Background: an optimization exercise with open tools, aiming at small area, a short achievable clock period and few clock cycles. Do not read the settings as production practice.
Where RTL was checked, it was by simulation tests only, not by an equivalence proof against the original.

## divider
module divider(
	input wire [31:0] dividend,
	input wire [31:0] divisor,
	input clk,
	input rst,
	input start,
	output wire [31:0] quotient,
	output wire [31:0] remainder,
	output wire busy,
	output wire done
);
Size in the first run: roughly 1,000 cells after synthesis, roughly 99 flip-flops, about 130 I/O pins, ~9100 sq um of cells after synthesis.
export LEC_CHECK = 0
export CAP_MARGIN = 20
export CORE_MARGIN = 2
export CORE_UTILIZATION = 40
export PLACE_DENSITY = 0.6
export SETUP_SLACK_MARGIN = 2.5
export SLEW_MARGIN = 20
create_clock -name core_clock -period 8.0 [get_ports {clk}]
standard.sh (not shown) runs the stock make flow with config.mk's settings and CLKGATE_MAP_FILE= SYNTH_SCRIPT=/design/flow/synth_recipe.tcl, a recipe that flattens the netlist after the stock synthesis.
==> flow/flow/run.sh <==
#!/bin/bash
set -euo pipefail
export BUFFER_PORTS_ARGS="-buffer_cell sky130_fd_sc_hd__buf_1"
bash standard.sh > standard_flow.log 2>&1
The baseline passed the timing, DRC and antenna checks.
Change:
--- a/flow/design.v
+++ b/flow/design.v
@@ -48,19 +48,19 @@
 			lzc = v5 ? {1'b0, c5} : 6'd32;
 		end
 	endfunction
 	wire [5:0] za = lzc(dividend);
 	wire [5:0] zb = lzc(divisor);
 	wire b_zero = (divisor == 32'd0);
+	wire b_one = (divisor == 32'd1);
 	wire a_less = (za > zb);              
 	wire [4:0] sh = zb[4:0] - za[4:0];    
 	wire [32:0] s0 = {divisor, 1'b0};
 	wire [32:0] s1 = sh[1] ? {s0[30:0], 2'b0} : s0;
 	wire [32:0] s2 = sh[2] ? {s1[28:0], 4'b0} : s1;
 	wire [32:0] s3 = sh[3] ? {s2[24:0], 8'b0} : s2;
-	wire [32:0] s4 = sh[4] ? {s3[16:0], 16'b0} : s3;
 	wire [32:0] sa_x = {1'b0, r};
 	wire [32:0] sa_y = ~(d);
 	wire [32:0] sa_p = sa_x ^ sa_y;
 	wire [32:0] sa_g0 = sa_x & sa_y;
 	wire sa_G0_0 = sa_g0[0] | (sa_p[0] & 1'b1);
 	wire sa_G1_1 = sa_g0[1] | (sa_p[1] & sa_G0_0);
@@ -335,32 +335,35 @@
 	wire [31:0] sb_cv = {sb_G5_30, sb_G5_29, sb_G5_28, sb_G5_27, sb_G5_26, sb_G5_25, sb_G5_24, sb_G5_23, sb_G5_22, sb_G5_21, sb_G5_20, sb_G5_19, sb_G5_18, sb_G5_17, sb_G5_16, sb_G4_15, sb_G4_14, sb_G4_13, sb_G4_12, sb_G4_11, sb_G4_10, sb_G4_9, sb_G4_8, sb_G3_7, sb_G3_6, sb_G3_5, sb_G3_4, sb_G2_3, sb_G2_2, sb_G1_1, sb_G0_0, 1'b1};
 	wire [31:0] sb_d = sb_p ^ sb_cv;
 	wire sb_c = sb_G5_31;
 	wire ge2 = sb_c;
 	wire [31:0] r2 = ge2 ? sb_d : r1;
 	always @(posedge clk)
-		d <= running ? d >> 2 : s4;
-	wire trivial = b_zero | a_less;
+		d <= ({33{running}} & (d >> 2))
+			| ({33{~running & sh[4]}} & {s3[16:0], 16'b0})
+			| ({33{~running & ~sh[4]}} & s3);
+	wire trivial = b_zero | b_one | a_less;
 	wire [31:0] mark = 32'h40000000 >> {sh[4:1], 1'b0};
+	wire acc = ~running & start;
+	wire hold = ~running & ~start;
+	always @(posedge clk) begin
+		r <= ({32{acc}} & dividend & {32{~b_one}}) | ({32{running}} & r2) | ({32{hold}} & r);
+		q <= ({32{acc}} & ({32{b_zero}} | (dividend & {32{b_one}}) | (mark & {32{~trivial}})))
+			| ({32{running}} & {q[29:0], ge1, ge2}) | ({32{hold}} & q);
+	end
 	always @(posedge clk) begin
 		if (rst) begin
 			running <= 1'b0;
 			done_r <= 1'b0;
 		end
 		else if (!running) begin
 			if (start) begin
-				r <= dividend;
-				q <= {32{b_zero}} | (mark & {32{~trivial}});
 				running <= ~trivial;
 				done_r <= trivial;
 			end
 		end
-		else begin
-			r <= r2;
-			q <= {q[29:0], ge1, ge2};
-			if (q[30]) begin
-				running <= 1'b0;
-				done_r <= 1'b1;
-			end
+		else if (q[30]) begin
+			running <= 1'b0;
+			done_r <= 1'b1;
 		end
 	end
 endmodule
Effect: The changed run completed without violations; synthesized cell count rose by 11%; worst hold slack loses 41 ps; clock skew barely changes; setup slack gains 380 ps; routed wire length rose by 8.5%; fmax rose by 7.1%.
No functional check of the RTL was part of any run of this note.


Another version of the RTL of divider (not shown whole).
Size: roughly 1300 cells after synthesis, roughly 110 flip-flops, roughly 130 I/O pins.
==> module divider, before the edit <==
module divider(
	input wire [31:0] dividend,
	input wire [31:0] divisor,
	input clk,
	input rst,
	input start,
	output wire [31:0] quotient,
	output wire [31:0] remainder,
	output wire busy,
	output wire done
);
	reg [31:0] q;
	reg [33:0] r;         
	reg [32:0] d;
	reg [3:0] cnt;
	reg running;
	reg done_r;
	reg fix;              
	assign quotient = q;
	assign remainder = r[31:0];
	assign busy = running;
	assign done = done_r;
	function [5:0] lzc;
		input [31:0] x;
		reg [15:0] v1; reg [15:0] c1;
		reg [7:0] v2; reg [15:0] c2;
		reg [3:0] v3; reg [11:0] c3;
		reg [1:0] v4; reg [7:0] c4;
		reg v5; reg [4:0] c5;
		integer k;
		begin
			for (k = 0; k < 16; k = k + 1) begin
				v1[k] = x[2*k+1] | x[2*k];
				c1[k] = ~x[2*k+1];
			end
			for (k = 0; k < 8; k = k + 1) begin
				v2[k] = v1[2*k+1] | v1[2*k];
				c2[2*k+:2] = v1[2*k+1] ? {1'b0, c1[2*k+1]} : {1'b1, c1[2*k]};
			end
			for (k = 0; k < 4; k = k + 1) begin
				v3[k] = v2[2*k+1] | v2[2*k];
				c3[3*k+:3] = v2[2*k+1] ? {1'b0, c2[4*k+2+:2]} : {1'b1, c2[4*k+:2]};
			end
			for (k = 0; k < 2; k = k + 1) begin
				v4[k] = v3[2*k+1] | v3[2*k];
				c4[4*k+:4] = v3[2*k+1] ? {1'b0, c3[6*k+3+:3]} : {1'b1, c3[6*k+:3]};
			end
			v5 = v4[1] | v4[0];
			c5 = v4[1] ? {1'b0, c4[7:4]} : {1'b1, c4[3:0]};
			lzc = v5 ? {1'b0, c5} : 6'd32;
		end
	endfunction
	wire [5:0] za = lzc(dividend);
	wire [5:0] zb = lzc(divisor);
	wire b_zero = (divisor == 32'd0);
	wire a_less = (za > zb);              
	wire [4:0] sh = zb[4:0] - za[4:0];    
	wire [32:0] s0 = {divisor, 1'b0};
	wire [32:0] s1 = sh[1] ? {s0[30:0], 2'b0} : s0;
	wire [32:0] s2 = sh[2] ? {s1[28:0], 4'b0} : s1;
	wire [32:0] s3 = sh[3] ? {s2[24:0], 8'b0} : s2;
	wire [32:0] s4 = sh[4] ? {s3[16:0], 16'b0} : s3;
	wire [32:0] h = d >> 1;
	wire n0 = r[33];
	wire [33:0] op1 = (fix ? 34'd0 : {1'b0, d}) ^ {34{~n0}};
	wire [34:0] sum1 = {r, 1'b1} + {op1, ~n0};
	wire [33:0] r1 = sum1[34:1];
	wire n1 = r1[33];
	wire [33:0] op2 = {1'b0, h} ^ {34{~n1}};
	wire [34:0] sum2 = {r1, 1'b1} + {op2, ~n1};
	wire [33:0] r2 = sum2[34:1];
	wire n2 = r2[33];
	always @(posedge clk) begin
		if (rst) begin
			running <= 1'b0;
			done_r <= 1'b0;
			fix <= 1'b0;
		end
		else if (!running) begin
			if (start) begin
				r <= {2'b0, dividend};
				d <= s4;
				cnt <= sh[4:1];
				q <= {32{b_zero}};
				running <= ~(b_zero | a_less);
				done_r <= b_zero | a_less;
			end
		end
		else if (fix) begin
			r <= r2;
			fix <= 1'b0;
			running <= 1'b0;
			done_r <= 1'b1;
		end
		else begin
			r <= r2;
			q <= {q[29:0], ~n1, ~n2};
			cnt <= cnt - 4'd1;
			if (cnt == 4'd0) begin
				if (n2)
					fix <= 1'b1;
				else begin
					running <= 1'b0;
					done_r <= 1'b1;
				end
			end
			else
				d <= d >> 2;
		end
	end
endmodule
export LEC_CHECK = 0
export CAP_MARGIN = 20
export CORE_MARGIN = 2
export CORE_UTILIZATION = 40
export PLACE_DENSITY = 0.6
export SETUP_SLACK_MARGIN = 2
export SLEW_MARGIN = 20
create_clock -name core_clock -period 8.0 [get_ports {clk}]
Scripts as last shown in full above: flow/flow/run.sh
Next try:
--- a/flow/design.v
+++ b/flow/design.v
@@ -7,20 +7,19 @@
 	output wire [31:0] quotient,
 	output wire [31:0] remainder,
 	output wire busy,
 	output wire done
 );
 	reg [31:0] q;
-	reg [33:0] r;         
+	reg [31:0] r;
 	reg [32:0] d;
 	reg [3:0] cnt;
 	reg running;
 	reg done_r;
-	reg fix;              
 	assign quotient = q;
-	assign remainder = r[31:0];
+	assign remainder = r;
 	assign busy = running;
 	assign done = done_r;
 	function [5:0] lzc;
 		input [31:0] x;
 		reg [15:0] v1; reg [15:0] c1;
 		reg [7:0] v2; reg [15:0] c2;
@@ -57,55 +56,40 @@
 	wire [4:0] sh = zb[4:0] - za[4:0];    
 	wire [32:0] s0 = {divisor, 1'b0};
 	wire [32:0] s1 = sh[1] ? {s0[30:0], 2'b0} : s0;
 	wire [32:0] s2 = sh[2] ? {s1[28:0], 4'b0} : s1;
 	wire [32:0] s3 = sh[3] ? {s2[24:0], 8'b0} : s2;
 	wire [32:0] s4 = sh[4] ? {s3[16:0], 16'b0} : s3;
-	wire [32:0] h = d >> 1;
-	wire n0 = r[33];
-	wire [33:0] op1 = (fix ? 34'd0 : {1'b0, d}) ^ {34{~n0}};
-	wire [34:0] sum1 = {r, 1'b1} + {op1, ~n0};
-	wire [33:0] r1 = sum1[34:1];
-	wire n1 = r1[33];
-	wire [33:0] op2 = {1'b0, h} ^ {34{~n1}};
-	wire [34:0] sum2 = {r1, 1'b1} + {op2, ~n1};
-	wire [33:0] r2 = sum2[34:1];
-	wire n2 = r2[33];
+	wire [32:0] d1 = d >> 1;
+	wire [33:0] diff1 = {2'b0, r} - {1'b0, d};
+	wire ge1 = ~diff1[33];
+	wire [31:0] r1 = ge1 ? diff1[31:0] : r;
+	wire [32:0] diff2 = {1'b0, r1} - {1'b0, d1[31:0]};
+	wire ge2 = ~diff2[32];
+	wire [31:0] r2 = ge2 ? diff2[31:0] : r1;
 	always @(posedge clk) begin
 		if (rst) begin
 			running <= 1'b0;
 			done_r <= 1'b0;
-			fix <= 1'b0;
 		end
 		else if (!running) begin
 			if (start) begin
-				r <= {2'b0, dividend};
+				r <= dividend;
 				d <= s4;
 				cnt <= sh[4:1];
 				q <= {32{b_zero}};
 				running <= ~(b_zero | a_less);
 				done_r <= b_zero | a_less;
 			end
 		end
-		else if (fix) begin
-			r <= r2;
-			fix <= 1'b0;
-			running <= 1'b0;
-			done_r <= 1'b1;
-		end
 		else begin
 			r <= r2;
-			q <= {q[29:0], ~n1, ~n2};
+			q <= {q[29:0], ge1, ge2};
+			d <= d >> 2;
 			cnt <= cnt - 4'd1;
 			if (cnt == 4'd0) begin
-				if (n2)
-					fix <= 1'b1;
-				else begin
-					running <= 1'b0;
-					done_r <= 1'b1;
-				end
+				running <= 1'b0;
+				done_r <= 1'b1;
 			end
-			else
-				d <= d >> 2;
 		end
 	end
 endmodule
Result:
- The changed run completed with no timing, DRC or antenna violations
- utilization goes up by 0.72 points
- flip-flop and latch count came out lower by 3
- non-clock buffer count climbs by 2
- area after synthesis went down by 6.9%
- setup slack gets better by 0.044 ns
- routed wire length came out higher by 3.1%
- sequential share of layout area increases by 0.65 points
- cell area is lower by 5.1%
- register-to-register slack gains 0.03 ns
- maximum frequency went up by 0.76%
- first-iteration DRC count falls by 23%
- clock skew is about the same
Testbench counts after the change, summed over its fixed seeds: cycles 6,289.
For the first run of this note, only the layout was checked, not whether the RTL still works.


Another version of the RTL of divider (not shown whole).
For scale: roughly 100 flip-flops, roughly 8800 sq um of cells after synthesis.
==> module divider, before the edit <==
module divider(
	input wire [31:0] dividend,
	input wire [31:0] divisor,
	input clk,
	input rst,
	input start,
	output wire [31:0] quotient,
	output wire [31:0] remainder,
	output wire busy,
	output wire done
);
	reg [31:0] q;
	reg [31:0] r;
	reg [31:0] d;
	reg [4:0] cnt;
	reg running;
	reg align;
	reg done_r;
	assign quotient = q;
	assign remainder = r;
	assign busy = running;
	assign done = done_r;
	function [5:0] lzc;
		input [31:0] x;
		integer k;
		begin
			lzc = 6'd32;
			for (k = 0; k < 32; k = k + 1)
				if (x[k]) lzc = 6'd31 - k;
		end
	endfunction
	wire [5:0] zr = lzc(r);
	wire [5:0] zd = lzc(d);
	wire d_zero = (d == 32'd0);
	wire r_less = (zr > zd);            
	wire [4:0] sh = zd[4:0] - zr[4:0];   
	wire [32:0] diff = {1'b0, r} - {1'b0, d};
	wire ge = ~diff[32];
	always @(posedge clk) begin
		if (rst) begin
			running <= 1'b0;
			done_r <= 1'b0;
			align <= 1'b0;
		end
		else if (!running) begin
			if (start) begin
				r <= dividend;
				d <= divisor;
				running <= 1'b1;
				align <= 1'b1;
				done_r <= 1'b0;
			end
		end
		else if (align) begin
			align <= 1'b0;
			q <= {32{d_zero}};
			d <= d << sh;
			cnt <= sh;
			if (d_zero || r_less) begin
				running <= 1'b0;
				done_r <= 1'b1;
			end
		end
		else begin
			if (ge) r <= diff[31:0];
			q <= {q[30:0], ge};
			d <= d >> 1;
			cnt <= cnt - 5'd1;
			if (cnt == 5'd0) begin
				running <= 1'b0;
				done_r <= 1'b1;
			end
		end
	end
endmodule
export LEC_CHECK = 0
export CAP_MARGIN = 20
export CORE_MARGIN = 2
export CORE_UTILIZATION = 40
export PLACE_DENSITY = 0.6
export SLEW_MARGIN = 20
create_clock -name core_clock -period 8.0 [get_ports {clk}]
run.sh (not shown) runs the stock make flow with config.mk's settings and CLKGATE_MAP_FILE= SYNTH_SCRIPT=/design/flow/synth_recipe.tcl, a recipe that flattens the netlist after the stock synthesis.
Stock flow here: none of the scripts above is used.
Testbench counts at the start, summed over its fixed seeds: cycles 12,180.
==> next run, changes <==
==> flow/design.v (replaced) <==
module divider(
	input wire [31:0] dividend,
	input wire [31:0] divisor,
	input clk,
	input rst,
	input start,
	output wire [31:0] quotient,
	output wire [31:0] remainder,
	output wire busy,
	output wire done
);
	reg [31:0] q;
	reg [31:0] r;
	reg [32:0] d;
	reg [3:0] cnt;
	reg running;
	reg done_r;
	assign quotient = q;
	assign remainder = r;
	assign busy = running;
	assign done = done_r;
	function [5:0] lzc;
		input [31:0] x;
		integer k;
		begin
			lzc = 6'd32;
			for (k = 0; k < 32; k = k + 1)
				if (x[k]) lzc = 6'd31 - k;
		end
	endfunction
	wire [5:0] za = lzc(dividend);
	wire [5:0] zb = lzc(divisor);
	wire b_zero = (divisor == 32'd0);
	wire a_less = (za > zb);              
	wire [4:0] sh = zb[4:0] - za[4:0];    
	wire [32:0] s0 = {divisor, 1'b0};
	wire [32:0] s1 = sh[1] ? {s0[30:0], 2'b0} : s0;
	wire [32:0] s2 = sh[2] ? {s1[28:0], 4'b0} : s1;
	wire [32:0] s3 = sh[3] ? {s2[24:0], 8'b0} : s2;
	wire [32:0] s4 = sh[4] ? {s3[16:0], 16'b0} : s3;
	wire [32:0] d1 = d >> 1;
	wire [33:0] diff1 = {2'b0, r} - {1'b0, d};
	wire ge1 = ~diff1[33];
	wire [31:0] r1 = ge1 ? diff1[31:0] : r;
	wire [32:0] diff2 = {1'b0, r1} - {1'b0, d1[31:0]};
	wire ge2 = ~diff2[32];
	wire [31:0] r2 = ge2 ? diff2[31:0] : r1;
	always @(posedge clk) begin
		if (rst) begin
			running <= 1'b0;
			done_r <= 1'b0;
		end
		else if (!running) begin
			if (start) begin
				r <= dividend;
				d <= s4;
				cnt <= sh[4:1];
				q <= {32{b_zero}};
				running <= ~(b_zero | a_less);
				done_r <= b_zero | a_less;
			end
		end
		else begin
			r <= r2;
			q <= {q[29:0], ge1, ge2};
			d <= d >> 2;
			cnt <= cnt - 4'd1;
			if (cnt == 4'd0) begin
				running <= 1'b0;
				done_r <= 1'b1;
			end
		end
	end
endmodule
Result: The new run went through all stages and came out clean. Setup slack gets worse by 1.2 ns. Global-route usage increases by 2.2 points. First-iteration DRC count increases by 39%.
The RTL of the second run of this note was laid out without a check of its function.

[static timing again, ports no longer ideal]
In the flow no input, the clock included, has a driving cell. The finished layouts below were timed again as built, in two steps. Step 1: set_driving_cell puts a clkbuf_16 on clk and a buf_2 on each other input, an assumption about the parent block. Step 2 times the ports against the registers' clock, not the clock port: input delays grow and output delays shrink by t, the midpoint of the rising clock arrivals with the driver on. a / b / c = ideal / step 1 / step 2; a / b = the first two.
run | t, ns | slack for setup (ns) | worst setup path after step 2
the first run of note 1 | 0.411 | 2.214 / 2.214 / 2.214 | register to register
the second run of note 1 | 0.407 | 2.597 / 2.597 / 2.273 | input to register
the first run of note 2 | 0.407 | 2.198 / 2.223 / 1.816 | input to register
the second run of note 2 | 0.414 | 2.242 / 2.263 / 1.849 | input to register
the first run of note 3 | 0.412 | 2.906 / 2.906 / 2.906 | register to register
the second run of note 3 | 0.407 | 1.692 / 1.692 / 1.350 | input to register
After both steps setup and hold are still met in every run listed. For the second run of note 2, which loses most, drivers alone change the setup slack by +0.021 ns; drivers and shift together by -0.393 ns.
